Background: an optimization exercise with open tools, aiming at small area, a short achievable clock period and few clock cycles per item. Do not read the settings as production practice.
The RTL was checked by simulation tests, not by an equivalence proof against the original design.

[flow/config.mk]
export PLATFORM = sky130hd
export DESIGN_NAME = divider_400bit
export DESIGN_NICKNAME = divider_400bit
export VERILOG_FILES = /design/flow/design.v
export SDC_FILE = /design/flow/constraint.sdc
export NUM_CORES = 4
export LEC_CHECK = 0
export ABC_AREA = 1
export CAP_MARGIN = 20
export CORE_MARGIN = 2
export CORE_UTILIZATION = 65
export SLEW_MARGIN = 20
export SYNTH_HIERARCHICAL = 1
[flow/constraint.sdc]
create_clock -name core_clock -period 40.0 [get_ports {clk}]
set_input_delay 8.0000 -clock core_clock [delete_from_list [all_inputs] [get_ports {clk}]]
set_output_delay 8.0000 -clock core_clock [all_outputs]
set_load 0.01 [all_outputs]
[flow/design.v]
module divider_400bit (
    input wire clk,
    input wire rst,
    input wire start,
    input wire [399:0] dividend,
    input wire [7:0] divisor,
    output reg [399:0] quotient,
    output reg done
);
    reg busy;                     
    reg [5:0] idx;             
    reg [11:0] chunk;            
    reg [7:0] rem;                
    reg [7:0] dvs;                
    reg [9:0] mul3;            
    wire [11:0] nchunk;
    wire [33:0] sel;             
    genvar g;
    for (g = 0; g < 34; g = g + 1) begin : sel_
        assign sel[g] = idx == g;
    end
    div400_chunk_mux chunk_mux (.dividend(dividend), .sel(sel), .chunk(nchunk));
    wire [7:0] r0 = rem;
    wire [9:0] t0 = {r0, chunk[11:10]};
    wire [10:0] df0_1 = {1'b0, t0} - {1'b0, {2'd0, dvs}};
    wire [10:0] df0_2 = {1'b0, t0} - {1'b0, ({2'd0, dvs} << 1)};
    wire [10:0] df0_3 = {1'b0, t0} - {1'b0, mul3};
    reg [7:0] r1;
    reg [1:0] q0;
    always @* begin
        r1 = t0[7:0];
        q0 = 2'd0;
        if (!df0_1[10]) begin r1 = df0_1[7:0]; q0 = 2'd1; end
        if (!df0_2[10]) begin r1 = df0_2[7:0]; q0 = 2'd2; end
        if (!df0_3[10]) begin r1 = df0_3[7:0]; q0 = 2'd3; end
    end
    wire [9:0] t1 = {r1, chunk[9:8]};
    wire [10:0] df1_1 = {1'b0, t1} - {1'b0, {2'd0, dvs}};
    wire [10:0] df1_2 = {1'b0, t1} - {1'b0, ({2'd0, dvs} << 1)};
    wire [10:0] df1_3 = {1'b0, t1} - {1'b0, mul3};
    reg [7:0] r2;
    reg [1:0] q1;
    always @* begin
        r2 = t1[7:0];
        q1 = 2'd0;
        if (!df1_1[10]) begin r2 = df1_1[7:0]; q1 = 2'd1; end
        if (!df1_2[10]) begin r2 = df1_2[7:0]; q1 = 2'd2; end
        if (!df1_3[10]) begin r2 = df1_3[7:0]; q1 = 2'd3; end
    end
    wire [9:0] t2 = {r2, chunk[7:6]};
    wire [10:0] df2_1 = {1'b0, t2} - {1'b0, {2'd0, dvs}};
    wire [10:0] df2_2 = {1'b0, t2} - {1'b0, ({2'd0, dvs} << 1)};
    wire [10:0] df2_3 = {1'b0, t2} - {1'b0, mul3};
    reg [7:0] r3;
    reg [1:0] q2;
    always @* begin
        r3 = t2[7:0];
        q2 = 2'd0;
        if (!df2_1[10]) begin r3 = df2_1[7:0]; q2 = 2'd1; end
        if (!df2_2[10]) begin r3 = df2_2[7:0]; q2 = 2'd2; end
        if (!df2_3[10]) begin r3 = df2_3[7:0]; q2 = 2'd3; end
    end
    wire [9:0] t3 = {r3, chunk[5:4]};
    wire [10:0] df3_1 = {1'b0, t3} - {1'b0, {2'd0, dvs}};
    wire [10:0] df3_2 = {1'b0, t3} - {1'b0, ({2'd0, dvs} << 1)};
    wire [10:0] df3_3 = {1'b0, t3} - {1'b0, mul3};
    reg [7:0] r4;
    reg [1:0] q3;
    always @* begin
        r4 = t3[7:0];
        q3 = 2'd0;
        if (!df3_1[10]) begin r4 = df3_1[7:0]; q3 = 2'd1; end
        if (!df3_2[10]) begin r4 = df3_2[7:0]; q3 = 2'd2; end
        if (!df3_3[10]) begin r4 = df3_3[7:0]; q3 = 2'd3; end
    end
    wire [9:0] t4 = {r4, chunk[3:2]};
    wire [10:0] df4_1 = {1'b0, t4} - {1'b0, {2'd0, dvs}};
    wire [10:0] df4_2 = {1'b0, t4} - {1'b0, ({2'd0, dvs} << 1)};
    wire [10:0] df4_3 = {1'b0, t4} - {1'b0, mul3};
    reg [7:0] r5;
    reg [1:0] q4;
    always @* begin
        r5 = t4[7:0];
        q4 = 2'd0;
        if (!df4_1[10]) begin r5 = df4_1[7:0]; q4 = 2'd1; end
        if (!df4_2[10]) begin r5 = df4_2[7:0]; q4 = 2'd2; end
        if (!df4_3[10]) begin r5 = df4_3[7:0]; q4 = 2'd3; end
    end
    wire [9:0] t5 = {r5, chunk[1:0]};
    wire [10:0] df5_1 = {1'b0, t5} - {1'b0, {2'd0, dvs}};
    wire [10:0] df5_2 = {1'b0, t5} - {1'b0, ({2'd0, dvs} << 1)};
    wire [10:0] df5_3 = {1'b0, t5} - {1'b0, mul3};
    reg [7:0] r6;
    reg [1:0] q5;
    always @* begin
        r6 = t5[7:0];
        q5 = 2'd0;
        if (!df5_1[10]) begin r6 = df5_1[7:0]; q5 = 2'd1; end
        if (!df5_2[10]) begin r6 = df5_2[7:0]; q5 = 2'd2; end
        if (!df5_3[10]) begin r6 = df5_3[7:0]; q5 = 2'd3; end
    end
    wire [11:0] qk = {q0, q1, q2, q3, q4, q5};
    always @(posedge clk) begin
        dvs <= divisor;
        mul3 <= 10'd3 * {2'd0, divisor};
        chunk <= nchunk;
        rem <= busy ? r6 : 8'd0;
        if (busy)
            quotient <= {quotient[387:0], qk};
    end
    always @(posedge clk or posedge rst) begin
        if (rst) begin
            busy <= 1'b0;
            done <= 1'b0;
            idx <= 6'd0;
        end else begin
            done <= 1'b0;
            if (busy) begin
                if (idx == 6'd34) begin
                    busy <= 1'b0;
                    done <= 1'b1;
                    idx <= 6'd0;
                end else begin
                    idx <= idx + 1'b1;
                end
            end else if (start) begin
                busy <= 1'b1;
                idx <= 6'd1;
            end
        end
    end
endmodule
module div400_chunk_mux (
    input wire [399:0] dividend,
    input wire [33:0] sel,
    output wire [11:0] chunk
);
    wire [407:0] dpad = {8'd0, dividend};
    genvar b, j;
    generate
        for (b = 0; b < 12; b = b + 1) begin : bit_
            wire [33:0] hit;
            for (j = 0; j < 34; j = j + 1) begin : chunk_
                assign hit[j] = dpad[407 - 12*j - (11 - b)] & sel[j];
            end
            assign chunk[b] = |hit;
        end
    endgenerate
endmodule
[flow/flow/run.sh]
#!/bin/bash
# Own layout flow: the standard flow (standard.sh) with smaller port buffers,
# a lighter clock tree and a timing-repair margin. Every tool's output goes to a log
# file in this folder (make_*.log) and ORFS's own logs under orfs/logs/.
set -euo pipefail
cd "$(dirname "$0")/.."
# Port buffers: one small buffer on every input and output port.
export BUFFER_PORTS_ARGS="-buffer_cell sky130_fd_sc_hd__buf_1"
# Clock tree: smaller clock buffers, bigger sink clusters, no dummy loads.
export CTS_ARGS="-sink_clustering_enable -repair_clock_nets -buf_list {sky130_fd_sc_hd__clkbuf_8} -sink_clustering_size 15 -sink_clustering_max_diameter 80 -dont_use_dummy_load"
# Timing repair aims for this much setup slack (ns) at the design's clock period.
export SETUP_SLACK_MARGIN=30.4
export TNS_END_PERCENT=10
# Synthesis: leave adders as plain gates for ABC (no full/half-adder cells); the
# registers are the standard synthesis's.
export ADDER_MAP_FILE=
bash standard.sh finish > make_finish.log 2>&1
[flow/standard.sh]
#!/bin/bash
# synth_recipe.tcl (not shown) runs the flow's synth.tcl, then flattens the netlist and writes it again
# the make line also repeats each setting of config.mk as NAME=value (left out here)
make -C /OpenROAD-flow-scripts/flow DESIGN_CONFIG=/design/flow/config.mk WORK_HOME=/design/flow/orfs CLKGATE_MAP_FILE= SYNTH_SCRIPT=/design/flow/synth_recipe.tcl "${@:-finish}"
==> impl_metrics.json, run 1 <==
{
  "outcome": "did not finish",
  "lastStage": "3_2_place_iop",
  "stop_error": "[ERROR PPL-0024] Number of IO pins (812) exceeds maximum number of available positions (728). Increase the die perimeter from 810.96um to 1104.32um.",
  "synthArstFlopShare": 0.0180,
  "syn-mean-instance-area_um2": 8.09,
  "synth_area_leaders": "edfxtp_1 (47%), nand2_1 (19%), nand3_1 (5.9%), nor2_1 (4.6%), nand2_2 (2.9%)",
  "initial_utilization": 0.661,
  "synth-seq-cells": 445,
  "synth_area_um2": 25700,
  "yosys_warnings": 7,
  "ys.flop_type": "edfxtp_1",
  "syn_nets": 3585,
  "ys_types": 53,
  "syn_inst": 3174,
  "synth_top_area_share": 0.468,
  "synth-edff-count": 400,
  "synth_area_leader_cell": "edfxtp_1",
  "ys_seq_area_frac": 0.505,
  "fp.dieH_um": 203,
  "die_w_um": 203,
  "row_count": 72
}
## per-module statistics from Yosys, one instance, submodules excluded
module	times used	flops+latches
div400_chunk_mux	1	0
divider_400bit	1	445
## synthesized netlist by cell type, types with 9 or more instances
cell type and number:
nand2_1 1273, edfxtp_1 400, nor2_1 312, nand3_1 302, inv_1 186, nand2_2 121, a21oi_1 77, inv_2 54
o21ai_0 54, buf_6 39, nand4_1 39, xor2_1 39, dfxtp_1 37, nand3_2 34, xnor2_1 26, nand2_4 20
o21ai_1 19, nor2_2 17, a21oi_2 13, a31oi_1 10, nand3b_1 9
## kinds of logic after synthesis
kind of cell | after synthesis | synth area share
xor gates and xnor gates | 65 | 0.0222
AOI/OAI and AO/OA | 198 | 0.0438
DFF | 445 | 0.505
and+or+nand+nor | 2162 | 0.372
buffers and inverters | 304 | 0.0574
Testbench counts, summed over its fixed seeds: cycles 11,200, items 320.
==> inputs of run 2 (changes only) <==
--- a/flow/config.mk
+++ b/flow/config.mk
@@ -8,6 +8,6 @@
 export ABC_AREA = 1
 export CAP_MARGIN = 20
 export CORE_MARGIN = 2
-export CORE_UTILIZATION = 65
+export CORE_UTILIZATION = 40
 export SLEW_MARGIN = 20
 export SYNTH_HIERARCHICAL = 1
==> run 2 against run 1 <==
The run now finishes clean. Synthesized cell count stayed put. Area after synthesis unchanged.
==> impl_metrics.json, run 2 <==
{
  "syn-mean-instance-area_um2": 8.09,
  "finalCritPeriodShare": 0.236,
  "cp.required_ns": 32.00,
  "synth_area_leaders": "edfxtp_1 (47%), nand2_1 (19%), nand3_1 (5.9%), nor2_1 (4.6%), nand2_2 (2.9%)",
  "grtUsageMet3": 0.0605,
  "row_count": 92,
  "crit_buf_inv": 1,
  "regMostFlops": "quotient",
  "busiest_layer": "met2",
  "clock_skew_ns": 0.0622,
  "path_delay_family": "flip-flops",
  "clockBufferDepth": 3,
  "tns_ns": 0,
  "ys_seq_area_frac": 0.505,
  "r2r_start": "mul3[4]",
  "routedWlPerCell_um": 22.0,
  "firstDrtPassIters": 6,
  "crit_start": "quotient[46]",
  "end_kind": "primary output",
  "critPathMaxFanout": 2,
  "io_buffers": 811,
  "slew_headroom": 0.213,
  "synth-seq-cells": 445,
  "vias": 25300,
  "dpl_cell_area_um2": 29500,
  "yosys_warnings": 7,
  "synth_area_um2": 25700,
  "synth_area_leader_cell": "edfxtp_1",
  "cts_tree": "built",
  "r2r_slack_ns": 31.03,
  "syn_nets": 3585,
  "finalSetupViolCount": 0,
  "die_w_um": 257,
  "die_area_um2": 66200,
  "worstSetupEndpoint": "quotient[46]",
  "slowest_stage": "edfxtp_1",
  "final_cell_mix": "nand2_1 (1273), buf_1 (811), edfxtp_1 (400), nor2_1 (311), nand3_1 (302)",
  "synth-edff-count": 400,
  "dp_hpwl_um": 86300,
  "syn2layout_area_growth_pct": 17.1,
  "clock_sink_count": 445,
  "rsz0062_at_grt": "false",
  "remaining_drc_errors": 0,
  "drive_gt1_frac": 0.0901,
  "worstSetupPathType": "reg -> out",
  "ios": 812,
  "largest_reg_flops": 400,
  "reg2reg_depth": 60,
  "syn_inst": 3174,
  "finalInstanceArea_um2": 30100,
  "slew_violations": 0,
  "grt_max_degree": 204,
  "ys_types": 53,
  "drt_wl_total_um": 107000,
  "crit_path_start_kind": "flop",
  "antenna_found_initial": 2,
  "top_regs": "quotient (400), chunk (12), mul3 (10)",
  "final.min_clock_period_ns": 9.42,
  "max_cap_viol_count": 0,
  "viasPerCell": 5.22,
  "ys_top_cells_by_count": "nand2_1 (1273), edfxtp_1 (400), nor2_1 (312), nand3_1 (302), inv_1 (186)",
  "fin_nets": 4408,
  "final_common_cell": "nand2_1",
  "timing.hold.ws_ns": 0.405,
  "h-tree-depth": 2,
  "min_path_type": "reg -> reg",
  "gp_congestion": 0.990,
  "critPathMaxStageDelay_ns": 0.59,
  "clkLatencyLatePin_ns": 0.62,
  "drt_iter0_drc": 2420,
  "grt_pass1_vias": 23200,
  "grt_use_met2": 0.512,
  "crit_chain": "buf_1",
  "grt_usage": 0.310,
  "synthArstFlopShare": 0.0180,
  "grtUsageMet1": 0.392,
  "gr-total-overflow": 0,
  "synth_top_area_share": 0.468,
  "clock.fmax_ghz": 0.106,
  "ys.flop_type": "edfxtp_1",
  "cp.depth": 1,
  "finalHoldViolCount": 0,
  "final_util": 0.475,
  "cts-root-buf": "clkbuf_8",
  "outcome": "finished clean",
  "worstMarginPinSlew_ns": 1.18,
  "critical_path_arrival_ns": 1.42,
  "yosysMostFrequentCell": "nand2_1",
  "initial_utilization": 0.406,
  "cts.clk_slew.worst_paths_ns": 0.09,
  "worstReg2RegEnd": "rem[0]",
  "grt_pass1_wl_um": 152000,
  "core_area_um2": 63300,
  "fp.dieH_um": 257,
  "final_antenna_net_count": 0,
  "cts_made_buffers": 37
}
run 2: cell families (layout without fill, tap and decap cells):
family,Yosys count,in the layout,share of synthesized area
and+or+nand+nor,2162,2162,0.372
DFF,445,445,0.505
buffers and inverters,304,1125,0.0574
AOI/OAI and AO/OA,198,198,0.0438
xor gates and xnor gates,65,65,0.0222
other,0,3,0
run 2: final cells by class:
type / count / area [µm²]
sequential: 445 / 13000
tap: 846 / 1060
inverter: 243 / 926
antenna: 3 / 7.51
fill: 6529 / 33200
clock buffer: 37 / 509
timing repair buffer: 845 / 3320
multi-input combinational: 2425 / 11300
run 2: repair_timing:
item	CTS	global route
resized for setup	0	15
setup buffers	0	4
setup endpoints to repair	0	10
hold buffers	0	0
run 2: layer usage:
| metal | vias up | share of wire |
|---|---|---|
| met4 | 0 | 0.053 |
| met1 | 11700 | 0.39 |
| li1 | 12000 | - |
| met3 | 213 | 0.090 |
| met2 | 1323 | 0.46 |
| met5 | - | 0 |
run 2: per-module statistics from Yosys, one instance, submodules excluded:
module | flip-flops and latches | times used | area, µm²
divider_400bit | 445 | 1 | 22300
div400_chunk_mux | 0 | 1 | 3390
run 2: per-stage QoR:
stage | cells | setup slack (ns)
floorplan | 3174 | 30.61
global placement | 4800 | 30.21
detailed placement | 4800 | 30.17
CTS | 4837 | 30.50
global route | 4843 | 30.41
finish | 4844 | 30.58
run 2: worst min path at each step:
stage,slack (ns),cells past startpoint,endpoint,from
after floorplan,0.47,2,rem[0],chunk[0]
after global placement,0.43,0,quotient[303],quotient[291]
after detailed placement,0.43,0,quotient[277],quotient[265]
after CTS,0.40,0,quotient[380],quotient[368]
after global routing,0.42,0,quotient[380],quotient[368]
final,0.40,0,quotient[380],quotient[368]

-- re-timing with driven ports --
The flow's constraints put no driver on any port. The routed layout listed below was extracted and timed again, unchanged, in two steps. Step 1: set_driving_cell puts a clkbuf_16 on clk and a buf_2 on each other input, an assumption about the parent block. Step 2 also shifts input and output timing later by t, the mid clock arrival at the registers, as if the neighbouring blocks saw the same clock. a / b / c = ideal / step 1 / step 2; a / b = the first two.
run: run 2
shift t [ns]: 0.655
setup WS [ns]: 30.579 / 30.519 / 30.189
worst setup path after step 2: input to register
worst register clock-pin slew, ns: 0.10 / 0.10
worst data-port slew with drivers (ns): 0.16
After both steps run 2 still meets setup and hold. The setup slack of run 2 moves by -0.060 ns with the drivers and by -0.390 ns with both steps.
